This design comes from an exercise in tuning for small area, a short achievable clock period and few clock cycles per item on the open sky130 flow, not from production work. No functional check of the RTL was part of any run shown here.

==> flow/design.v (outline; a module is shown in full before it is edited, if it fits) <==
// module Convolution_without_pipeline: 1450 lines
// module fa3: 4 lines
// module xnor2m: 3 lines
// module maj3m: 3 lines
// module xor2m: 3 lines
// module or2m: 3 lines
// module nor2m: 3 lines
// module nand2m: 3 lines
// module invm: 3 lines
// module a21oim: 3 lines
// module o21aim: 3 lines
module Convolution_without_pipeline(
    clk, rst_n, in_valid,
    In_IFM_1, In_IFM_2, In_IFM_3, In_IFM_4, In_IFM_5, In_IFM_6, In_IFM_7, In_IFM_8, In_IFM_9,
    In_Weight_1, In_Weight_2, In_Weight_3, In_Weight_4, In_Weight_5, In_Weight_6, In_Weight_7, In_Weight_8, In_Weight_9,
    out_valid, Out_OFM
    );
  // ...
==> flow/flow/run.sh <==
#!/bin/bash
# Own flow: the standard flow (standard.sh) with its synthesis unchanged.
# The layout steps only differ in two ways:
#  * the delay cells (clkdlybuf4s*, dlygate*, dlymetal*) are not used, so the
#    port buffers and the resizer use ordinary buffers instead;
#  * buffer_ports uses buf_2 for the port buffers.
set -euo pipefail
bash standard.sh synth > synth.log 2>&1
PLATFORM_DONT_USE="sky130_fd_sc_hd__probe_p_8 sky130_fd_sc_hd__probec_p_8 sky130_fd_sc_hd__lpflow_bleeder_1 sky130_fd_sc_hd__lpflow_clkbufkapwr_1 sky130_fd_sc_hd__lpflow_clkbufkapwr_16 sky130_fd_sc_hd__lpflow_clkbufkapwr_2 sky130_fd_sc_hd__lpflow_clkbufkapwr_4 sky130_fd_sc_hd__lpflow_clkbufkapwr_8 sky130_fd_sc_hd__lpflow_clkinvkapwr_1 sky130_fd_sc_hd__lpflow_clkinvkapwr_16 sky130_fd_sc_hd__lpflow_clkinvkapwr_2 sky130_fd_sc_hd__lpflow_clkinvkapwr_4 sky130_fd_sc_hd__lpflow_clkinvkapwr_8 sky130_fd_sc_hd__lpflow_decapkapwr_12 sky130_fd_sc_hd__lpflow_decapkapwr_3 sky130_fd_sc_hd__lpflow_decapkapwr_4 sky130_fd_sc_hd__lpflow_decapkapwr_6 sky130_fd_sc_hd__lpflow_decapkapwr_8 sky130_fd_sc_hd__lpflow_inputiso0n_1 sky130_fd_sc_hd__lpflow_inputiso0p_1 sky130_fd_sc_hd__lpflow_inputiso1n_1 sky130_fd_sc_hd__lpflow_inputiso1p_1 sky130_fd_sc_hd__lpflow_inputisolatch_1 sky130_fd_sc_hd__lpflow_isobufsrc_1 sky130_fd_sc_hd__lpflow_isobufsrc_16 sky130_fd_sc_hd__lpflow_isobufsrc_2 sky130_fd_sc_hd__lpflow_isobufsrc_4 sky130_fd_sc_hd__lpflow_isobufsrc_8 sky130_fd_sc_hd__lpflow_isobufsrckapwr_16 sky130_fd_sc_hd__lpflow_lsbuf_lh_hl_isowell_tap_1 sky130_fd_sc_hd__lpflow_lsbuf_lh_hl_isowell_tap_2 sky130_fd_sc_hd__lpflow_lsbuf_lh_hl_isowell_tap_4 sky130_fd_sc_hd__lpflow_lsbuf_lh_isowell_4 sky130_fd_sc_hd__lpflow_lsbuf_lh_isowell_tap_1 sky130_fd_sc_hd__lpflow_lsbuf_lh_isowell_tap_2 sky130_fd_sc_hd__lpflow_lsbuf_lh_isowell_tap_4"
DELAY_CELLS="sky130_fd_sc_hd__clkdlybuf4s15_1 sky130_fd_sc_hd__clkdlybuf4s15_2 sky130_fd_sc_hd__clkdlybuf4s18_1 sky130_fd_sc_hd__clkdlybuf4s18_2 sky130_fd_sc_hd__clkdlybuf4s25_1 sky130_fd_sc_hd__clkdlybuf4s25_2 sky130_fd_sc_hd__clkdlybuf4s50_1 sky130_fd_sc_hd__clkdlybuf4s50_2 sky130_fd_sc_hd__dlygate4sd1_1 sky130_fd_sc_hd__dlygate4sd2_1 sky130_fd_sc_hd__dlygate4sd3_1 sky130_fd_sc_hd__dlymetal6s2s_1 sky130_fd_sc_hd__dlymetal6s4s_1 sky130_fd_sc_hd__dlymetal6s6s_1"
bash standard.sh "DONT_USE_CELLS=$PLATFORM_DONT_USE $DELAY_CELLS" \
  "BUFFER_PORTS_ARGS=-buffer_cell sky130_fd_sc_hd__buf_2" finish > layout.log 2>&1
==> flow/standard.sh <==
#!/bin/bash
# synth_recipe.tcl (not shown) runs the flow's synth.tcl, then flattens the netlist and writes it again
# the make line also repeats each setting of config.mk as NAME=value (left out here)
make -C /OpenROAD-flow-scripts/flow DESIGN_CONFIG=/design/flow/config.mk WORK_HOME=/design/flow/orfs CLKGATE_MAP_FILE= SYNTH_SCRIPT=/design/flow/synth_recipe.tcl "${@:-finish}"
==> flow/config.mk <==
export PLATFORM = sky130hd
export DESIGN_NAME = Convolution_without_pipeline
export DESIGN_NICKNAME = Convolution_without_pipeline
export VERILOG_FILES = /design/flow/design.v
export SDC_FILE = /design/flow/constraint.sdc
export NUM_CORES = 4
export LEC_CHECK = 0
export CAP_MARGIN = 20
export CORE_MARGIN = 2
export CORE_UTILIZATION = 40
export GPL_ROUTABILITY_DRIVEN = 0
export SETUP_SLACK_MARGIN = 4.4
export SLEW_MARGIN = 20
export SYNTH_HIERARCHICAL = 1
export SYNTH_MINIMUM_KEEP_SIZE = 0
==> flow/constraint.sdc <==
create_clock -name core_clock -period 10.0 [get_ports {clk}]
set_input_delay 2.0000 -clock core_clock [delete_from_list [all_inputs] [get_ports {clk}]]
set_output_delay 2.0000 -clock core_clock [all_outputs]
set_load 0.01 [all_outputs]
==> flow_metrics.tcl, run 1 <==
set metrics [dict create \
    preCtsSetupSlack_ps 4107 \
    n_antenna_cell 1 \
    final_antenna_net_count 0 \
    status "finished clean" \
    nFlopsAndLatches 64 \
    first_pass_iters 5 \
    avgRoutedWirePerCell_um 25.66 \
    signal_buffers 171 \
    yosys-top-cells-area "fa_1 64%, nand2_1 13%, buf_6 9.6%" \
    synth_compound_area_frac 0.01625 \
    num_vias 11250 \
    clockBufferCount 10 \
    synth.distinct_cells 15 \
    nNetsFinal 2184 \
    dieHeight_um 209.8 \
    synthesis.area_um2 16940 \
    synthArstFlopShare 0.01563 \
    multi_input_cells 1245 \
    portBuffers 167 \
    synth-xor-area-share 0.02223 \
    seq_share 0.07473 \
    path_common_cell "fa_1" \
    via_per_inst 5.509 \
    drv_cap 0 \
    yosysSeqAreaShare 0.07593 \
    htreeDepth 3 \
    utilization 0.4117 \
    clk_pin_slew_ps 70 \
    synth_top_area_cell "fa_1" \
    grt_use_met2 0.3971 \
    place_hpwl_um 47080 \
]
==> run 2: changes to the inputs <==
--- a/flow/config.mk
+++ b/flow/config.mk
@@ -9,7 +9,7 @@
 export CORE_MARGIN = 2
 export CORE_UTILIZATION = 40
 export GPL_ROUTABILITY_DRIVEN = 0
-export SETUP_SLACK_MARGIN = 4.4
+export SETUP_SLACK_MARGIN = 4.6
 export SLEW_MARGIN = 20
 export SYNTH_HIERARCHICAL = 1
 export SYNTH_MINIMUM_KEEP_SIZE = 0
==> run 2 against run 1 <==
Still clean; global-route usage increased by 0.85 points; non-clock buffer count increased by 18; hold slack improved by 11 ps; first-iteration DRC count increased by 12%; utilization increased by 1.3 points; die area unchanged; setup slack improved by 70 ps; synthesized area unchanged; via count decreased by 0.51%; critical path depth increased by 4; critical endpoint is now Out_OFM[18]; highest routed layer unchanged.
==> flow_metrics.tcl, run 2 <==
set metrics [dict create \
    grt_max_degree 13 \
    yosys-top-cells-area "fa_1 64%, nand2_1 13%, buf_6 9.6%" \
    clock_sinks 64 \
    overflow 0 \
    rows 75 \
    cp-startpoint "r_c475$_DFF_P_" \
    root_buffer "clkbuf_16" \
    syn_to_final_growth_pct 4.838 \
    synthesis.area_um2 16940 \
    topRoutingLayerUsed "met4" \
    layout_common_cells "573 x nand2_1, 486 x fa_1, 89 x buf_2" \
    num_vias 11190 \
    worstPathRequired_ps 8000 \
    synth.distinct_cells 15 \
    tns_ps 0 \
    drv_slew 0 \
    final_common_cell "nand2_1" \
    yosys.area.top_type_share 0.6382 \
    io_pins 169 \
    worstHoldPathType "in2async" \
    ys.warnings.count 7 \
    timing.final.hold_violations 0 \
    drt_wl_total_um 53070 \
    drv_cap 0 \
    avgRoutedWirePerCell_um 25.75 \
    status "finished clean" \
    hold_ws_ps 1407 \
    met2_length_um 25280 \
    end_kind "primary output" \
    finalSetupViolCount 0 \
    clk_path_buf_depth 2 \
    nNetsFinal 2202 \
    dieArea_um2 44010 \
    fin_crit_sh 0.5468 \
    synth_top_area_cell "fa_1" \
    antenna_found_initial 2 \
    cts_tree "built" \
    drc 0 \
    syn_nets 2167 \
    ys_ff_latch 64 \
    syn_area_per_cell_um2 11.45 \
    grt_pass1_wl_um 80420 \
    synthCells 1480 \
    route.layer.met1.wl_um 20030 \
    rsz0062_at_grt "true" \
    final_antenna_net_count 0 \
    initial_core_util 0.4047 \
    yosysSeqAreaShare 0.07593 \
    place_hpwl_um 48290 \
    synthArstFlopShare 0.01563 \
    dieWidth_um 209.8 \
    arrival_ps 3470 \
    clk_pin_slew_ps 60 \
    crit_path_start_kind "flop" \
    wl_met3_um 5212 \
    cts-buffers-inserted 9 \
    yosys-top-cells-count "581 x nand2_1, 540 x fa_1, 144 x buf_6" \
    synth-edff-count 0 \
    coreArea_um2 41850 \
    grt_usage 0.2573 \
    drt-initial-drc-count 1170 \
    htreeDepth 3 \
    path_max_fanout 2 \
    path_class "reg2out" \
    fmax_ghz 0.1829 \
    via_per_inst 5.430 \
    first_pass_iters 6 \
    drive_gt1_frac 0.2138 \
    portBuffers 167 \
    hold_buffers 0 \
    ys.flop_type "dfxtp_1" \
    min_period_ps 5468 \
    synth_most_common_cell "nand2_1" \
    dieHeight_um 209.8 \
    grt_pass1_vias 12600 \
]
## run 2: cell counts after synthesis
Identical to the previous run, type by type.
## run 2: through the flow
step	utilization	setup slack [ps]	std cells	instance area, µm²
floorplan	-	4588	1480	17020
global placement	0.4002	4146	2022	16750
detailed placement	0.4002	4132	2022	16750
CTS	0.4148	4522	2053	17360
global route	0.4243	4425	2061	17760
finish	0.4243	4532	2061	17760
## run 2: final timing paths
path / to / slack [ps] / cells past startpoint
worst min-delay path: out_valid$_DFF_PN0_ / 1410 / 1
worst max-delay path: Out_OFM[18] / 4530 / 13
max in group asynchronous: out_valid$_DFF_PN0_ / 8510 / 1
min in group core_clock: out_valid$_DFF_PN0_ / 1750 / 1
## run 2: modules after synthesis (local to each module, per instance), a selection
module	area (µm²)	flip-flops and latches	times used
Convolution_without_pipeline	5251	64	1
a21oim	8.758	0	24
fa3	20.02	0	540
invm	3.754	0	6
nand2m	3.754	0	13
nor2m	3.754	0	26
o21aim	5.005	0	13
or2m	6.256	0	9
xor2m	8.758	0	24
## run 2: per-layer routing
| metal | global-route usage | vias to the layer above |
|---|---|---|
| met5 | 0 | - |
| met2 | 0.4149 | 751 |
| li1 | - | 4380 |
| met3 | 0.05836 | 110 |
| met4 | 0.1066 | 0 |
| met1 | 0.3378 | 5951 |
## run 2: final cells by class
type                            count  area, µm²
Fill cell                        4012      24090
Multi-Input combinational cell   1245      14300
Sequential cell                    64       1290
Timing Repair Buffer              189       1170
Tap cell                          539      674.4
Clock buffer                        9      225.2
Clock inverter                      7      72.57
Inverter                            6      22.52
Antenna cell                        2      5.005
## run 2: critical path, cell delays in order (launching register included)
cell and delay, ps:
dfxtp_2 320, fa_2 390, fa_1 510, fa_2 520, xor2_4 200, buf_6 140
a21oi_4 150, o21ai_2 100, clkbuf_2 120, a21oi_2 140, o21ai_2 70, a21oi_2 160
xor2_1 160, buf_2 150
## run 2: logic make-up (layout without fill, tap and decap cells)
group                      count (synthesis)  in the layout  synth area share
and+or+nand+nor                          624            624            0.1408
buffers and inverters                    171            211            0.1064
DFF                                       64             64           0.07593
adders and majority gates                540            540            0.6382
other                                      1              3         0.0002214
AOI/OAI and AO/OA                         37             37           0.01625
xor gates and xnor gates                  43             43           0.02223
## run 2: what timing repair did
item | CTS | global route
buffers inserted | 15 | 6
pin swaps | 29 | 17
setup endpoints to repair | 14 | 25
gates cloned | 0 | 0
resized for setup | 54 | 123

separate check: timing with driven ports:
The flow's constraints put no driver on any port. The routed layouts listed below were extracted and timed again, unchanged, in two steps. Step 1 (the two cells are an assumption about what drives the block):
set clk [get_ports {clk}]
set_driving_cell -lib_cell sky130_fd_sc_hd__clkbuf_16 $clk
set_driving_cell -lib_cell sky130_fd_sc_hd__buf_2 [delete_from_list [all_inputs] $clk]
Step 2 also shifts input and output timing later by t, the mid clock arrival at the registers, as if the neighbouring blocks saw the same clock. Slacks: ideal ports / drivers / drivers and shift; pairs: ideal ports / drivers.
| run | t (ns) | setup slack, ns | worst slew at a driven data input, ns |
|---|---|---|---|
| run 1 | 0.399 | 4.461 / 4.418 / 4.075 | 0.06 |
| run 2 | 0.401 | 4.532 / 4.485 / 4.275 | 0.07 |
After both steps every run listed still meets setup and hold. For run 1, which loses most, drivers alone change the setup slack by -0.043 ns; drivers and shift together by -0.386 ns.
